What follows belongs to an exercise in optimizing a design on an open flow for small area, a short achievable clock period and few clock cycles; a production flow would make more cautious choices.
Function was checked by simulation only, so behaviour that the tests miss may differ from the original.

## run A
==> flow/design.v <==
module HT_TOP(
    input clk,
    input rst_n,
    input in_valid,
    input [2:0] in_weight,
    input out_mode,
    output reg out_valid,
    output reg out_code
);
function [3:0] add3(input [2:0] a, input [2:0] b);
    reg [2:0] g, p; reg [3:0] c;
    begin
        g = a & b; p = a ^ b;
        c[0] = 1'b0;
        c[1] = g[0];
        c[2] = g[1] | (p[1] & g[0]);
        c[3] = g[2] | (p[2] & g[1]) | (p[2] & p[1] & g[0]);
        add3 = {c[3], p ^ c[2:0]};
    end
endfunction
function [5:0] add6(input [5:0] a, input [5:0] b);
    reg [5:0] g, p, c;
    begin
        g = a & b; p = a ^ b;
        c[0] = 1'b0;
        c[1] = g[0];
        c[2] = g[1] | (p[1] & g[0]);
        c[3] = g[2] | (p[2] & g[1]) | (p[2] & p[1] & g[0]);
        c[4] = g[3] | (p[3] & g[2]) | (p[3] & p[2] & g[1]) | (p[3] & p[2] & p[1] & g[0]);
        c[5] = g[4] | (p[4] & g[3]) | (p[4] & p[3] & g[2]) | (p[4] & p[3] & p[2] & g[1])
             | (p[4] & p[3] & p[2] & p[1] & g[0]);
        add6 = p ^ c;
    end
endfunction
function ge3(input [2:0] a, input [2:0] b);
    reg [2:0] gt, lt;
    begin
        gt = a & ~b; lt = ~a & b;
        ge3 = ~(lt[2] | (~gt[2] & (lt[1] | (~gt[1] & lt[0]))));
    end
endfunction
function ge6(input [5:0] a, input [5:0] b);
    reg [5:0] gt, lt;
    begin
        gt = a & ~b; lt = ~a & b;
        ge6 = ~(lt[5] | (~gt[5] & (lt[4] | (~gt[4] & (lt[3] | (~gt[3] &
              (lt[2] | (~gt[2] & (lt[1] | (~gt[1] & lt[0]))))))))));
    end
endfunction
reg       iv;               
reg       om;               
always @(posedge clk or negedge rst_n) begin
    if (!rst_n)
        iv <= 1'b0;
    else
        iv <= in_valid;
end
always @(posedge clk) begin
    om <= out_mode;
end
localparam IDLE = 2'd0, IN = 2'd1, MERGE = 2'd2, OUT = 2'd3;
reg [1:0] phase;
reg [2:0] cnt;
reg [4:0] coh;             
reg       mode;
reg [5:0] w [0:7];
reg [4:0] m [0:7];
reg [5:0] Y;               
reg [6:0] cr [0:4];        
reg [4:0] rootbit;         
reg       rb;              
reg in_phase;               
wire [2:0] k = (phase == IN) ? cnt : 3'd0;    
wire md = (phase == IN) ? mode : om;
reg [4:0] leaf_m;
always @(*) begin
    leaf_m = 5'd0;
    if (!md) begin
        case (k)
            3'd4: leaf_m = 5'b00001;
            3'd5: leaf_m = 5'b00010;
            3'd6: leaf_m = 5'b00100;
            3'd7: leaf_m = 5'b01000;
            3'd3: leaf_m = 5'b10000;
            default: leaf_m = 5'd0;
        endcase
    end else begin
        case (k)
            3'd4: leaf_m = 5'b00001;
            3'd2: leaf_m = 5'b00010;
            3'd5: leaf_m = 5'b00100;
            3'd0: leaf_m = 5'b01000;
            3'd1: leaf_m = 5'b10000;
            default: leaf_m = 5'd0;
        endcase
    end
end
wire [9:0] st, c;
genvar g;
generate
    for (g = 0; g < 8; g = g + 1) begin : cmp
        assign c[g]  = ge6(w[g], Y);
        assign st[g] = (k > 7 - g) && c[g];
    end
endgenerate
assign st[9:8] = 2'b11;
assign c[9:8]  = 2'b11;
wire [5:0] nw = Y;
wire [4:0] nm = in_phase ? leaf_m : (m[0] | m[1]);
wire [5:0] wx [0:9];
wire [4:0] mx [0:9];
generate
    for (g = 0; g < 8; g = g + 1) begin : ext
        assign wx[g] = w[g];
        assign mx[g] = m[g];
    end
endgenerate
assign wx[8] = 6'h3f; assign wx[9] = 6'h3f;
assign mx[8] = 5'd0;  assign mx[9] = 5'd0;
wire [3:0] s_in_a = add3(Y[2:0], w[1][2:0]);
wire [3:0] s_in_b = add3(w[1][2:0], w[2][2:0]);
wire [5:0] s_m_a = add6(Y, w[2]);
wire [5:0] s_m_b = add6(w[2], w[3]);
wire [5:0] s_next = in_phase ? (st[2] ? {2'd0, s_in_a} : {2'd0, s_in_b})
                             : (c[3] ? s_m_a : s_m_b);
wire [7:0] selA, selB;
wire [10:0] dA [0:7];
wire [10:0] dB [0:7];
wire [10:0] dN = {nm, nw};
generate
    for (g = 0; g < 8; g = g + 1) begin : upd
        assign selA[g] = in_phase ? st[g] : (g > 0 ? c[g+1] : 1'b0);
        assign selB[g] = in_phase ? st[g+1] : c[g+2];
        assign dA[g] = in_phase ? {mx[g], wx[g]} : {mx[g+1], wx[g+1]};
        assign dB[g] = in_phase ? {mx[g+1], wx[g+1]} : {mx[g+2], wx[g+2]};
        wire [10:0] nxt = ({11{selA[g]}} & dA[g]) | ({11{~selA[g] & selB[g]}} & dN)
                        | ({11{~selB[g]}} & dB[g]);
        always @(posedge clk) begin
            w[g] <= nxt[5:0];
            m[g] <= nxt[10:6];
        end
    end
endgenerate
always @(posedge clk)
    Y <= ip_next ? {3'd0, in_weight} : s_next;
wire fuse = (phase == MERGE) && (cnt == 3'd5);
wire ip_next = !((phase == IN && cnt == 3'd7) || (phase == MERGE && !fuse));
integer j;
always @(posedge clk) begin
    for (j = 0; j < 5; j = j + 1) begin
        if (phase == IDLE || phase == IN)
            cr[j] <= 7'd1;
        else if (phase == MERGE) begin
            if (m[0][j] | m[1][j])
                cr[j] <= {cr[j][5:0], m[0][j]};
            if (fuse)
                rootbit[j] <= ~((m[0][j] | m[1][j]) ^ c[2]);
        end else if (coh[j] && !rb)
            cr[j] <= {1'b0, cr[j][6:1]};
    end
end
reg [4:0] emp, lst, top;
always @(*) begin
    for (j = 0; j < 5; j = j + 1) begin
        emp[j] = (cr[j] == 7'd1);
        lst[j] = (cr[j][6:1] == 6'd1);
        top[j] = cr[j][0];
    end
end
wire cempty = |(coh & emp);
wire last = |(coh & lst);
wire adv = rb ? cempty : last;       
wire empty0 = (cr[0] == 7'd1) && !(m[0][0] | m[1][0]);
always @(posedge clk or negedge rst_n) begin
    if (!rst_n) begin
        phase <= IDLE;
        out_valid <= 1'b0;
        out_code <= 1'b0;
    end else begin
        case (phase)
            IDLE: begin
                out_valid <= 1'b0;
                if (iv) phase <= IN;
            end
            IN: begin
                if (cnt == 3'd7) phase <= MERGE;
            end
            MERGE: begin
                if (fuse) begin
                    phase <= OUT;
                    out_valid <= 1'b1;
                    out_code <= ~((m[0][0] | m[1][0]) ^ c[2]);
                end
            end
            OUT: begin
                out_code <= |(coh & (rb ? rootbit : top));
                if (adv && coh[4]) phase <= IDLE;
            end
        endcase
    end
end
always @(posedge clk or negedge rst_n) begin
    if (!rst_n)
        in_phase <= 1'b1;
    else
        in_phase <= ip_next;
end
always @(posedge clk) begin
    case (phase)
        IDLE: begin
            cnt <= 3'd1;
            mode <= om;
        end
        IN: cnt <= cnt + 3'd1;
        MERGE: begin
            cnt <= cnt + 3'd1;
            coh <= empty0 ? 5'b00010 : 5'b00001;
            rb <= empty0;
        end
        OUT: begin
            if (adv) begin
                coh <= {coh[3:0], 1'b0};
                rb <= 1'b1;
            end else
                rb <= 1'b0;
        end
    endcase
end
endmodule
Settings: LEC_CHECK=0, ABC_AREA=1, CAP_MARGIN=20, CORE_MARGIN=2, CORE_UTILIZATION=40, SETUP_SLACK_MARGIN=3.85, SLEW_MARGIN=20; clock period 6.0 ns.
run.sh (not shown) runs the stock make flow with config.mk's settings and CLKGATE_MAP_FILE= SYNTH_SCRIPT=/design/flow/synth_recipe.tcl, a recipe that flattens the netlist after the stock synthesis.
Run A | stages: all done | timing, DRC, antenna: all pass
Testbench counts of run A, summed over its fixed seeds: cycles 17,157.
Inputs modified between run A and run B:
-- flow/config.mk --
<<< run A, line 12
export SETUP_SLACK_MARGIN = 3.85
>>> run B, line 12
export CTS_CLUSTER_DIAMETER = 60
export CTS_CLUSTER_SIZE = 40
export SETUP_SLACK_MARGIN = 3.95
## What came out
Proportion of layout cells with a drive suffix above 1 up 4.0 points in run B wrt run A. Going from run A to run B, proportion of cell area spent on the clock network decreased 0.28 points, global-route wire length before repair increased about 1.5%, sequential portion of the cell area decreased 1.5 points, final clock skew essentially unchanged.

[port drivers added, routing unchanged]
The results above use ideal ports. As a check the final layouts listed here were re-extracted and re-timed, cells and wires unchanged.
Step 1 assumes that a clkbuf_16 drives the clock port and a buf_2 every other input.
Step 2, shift: input delay + t, output delay - t, t = (earliest + latest rising clock arrival at the registers) / 2. This alone moves slack from input paths to output paths.
Slacks: ideal ports / drivers / drivers and shift; pairs: ideal ports / drivers.
| run | shift t [ns] | setup WS [ns] | worst setup path at the end | latest minus earliest clock arrival (ns) |
|---|---|---|---|---|
| run A | 0.478 | 3.851 / 3.805 / 3.860 | input to register | 0.012 / 0.012 |
| run B | 0.476 | 3.839 / 3.793 / 3.859 | input to register | 0.011 / 0.011 |
After both steps setup and hold are still met in every run listed.
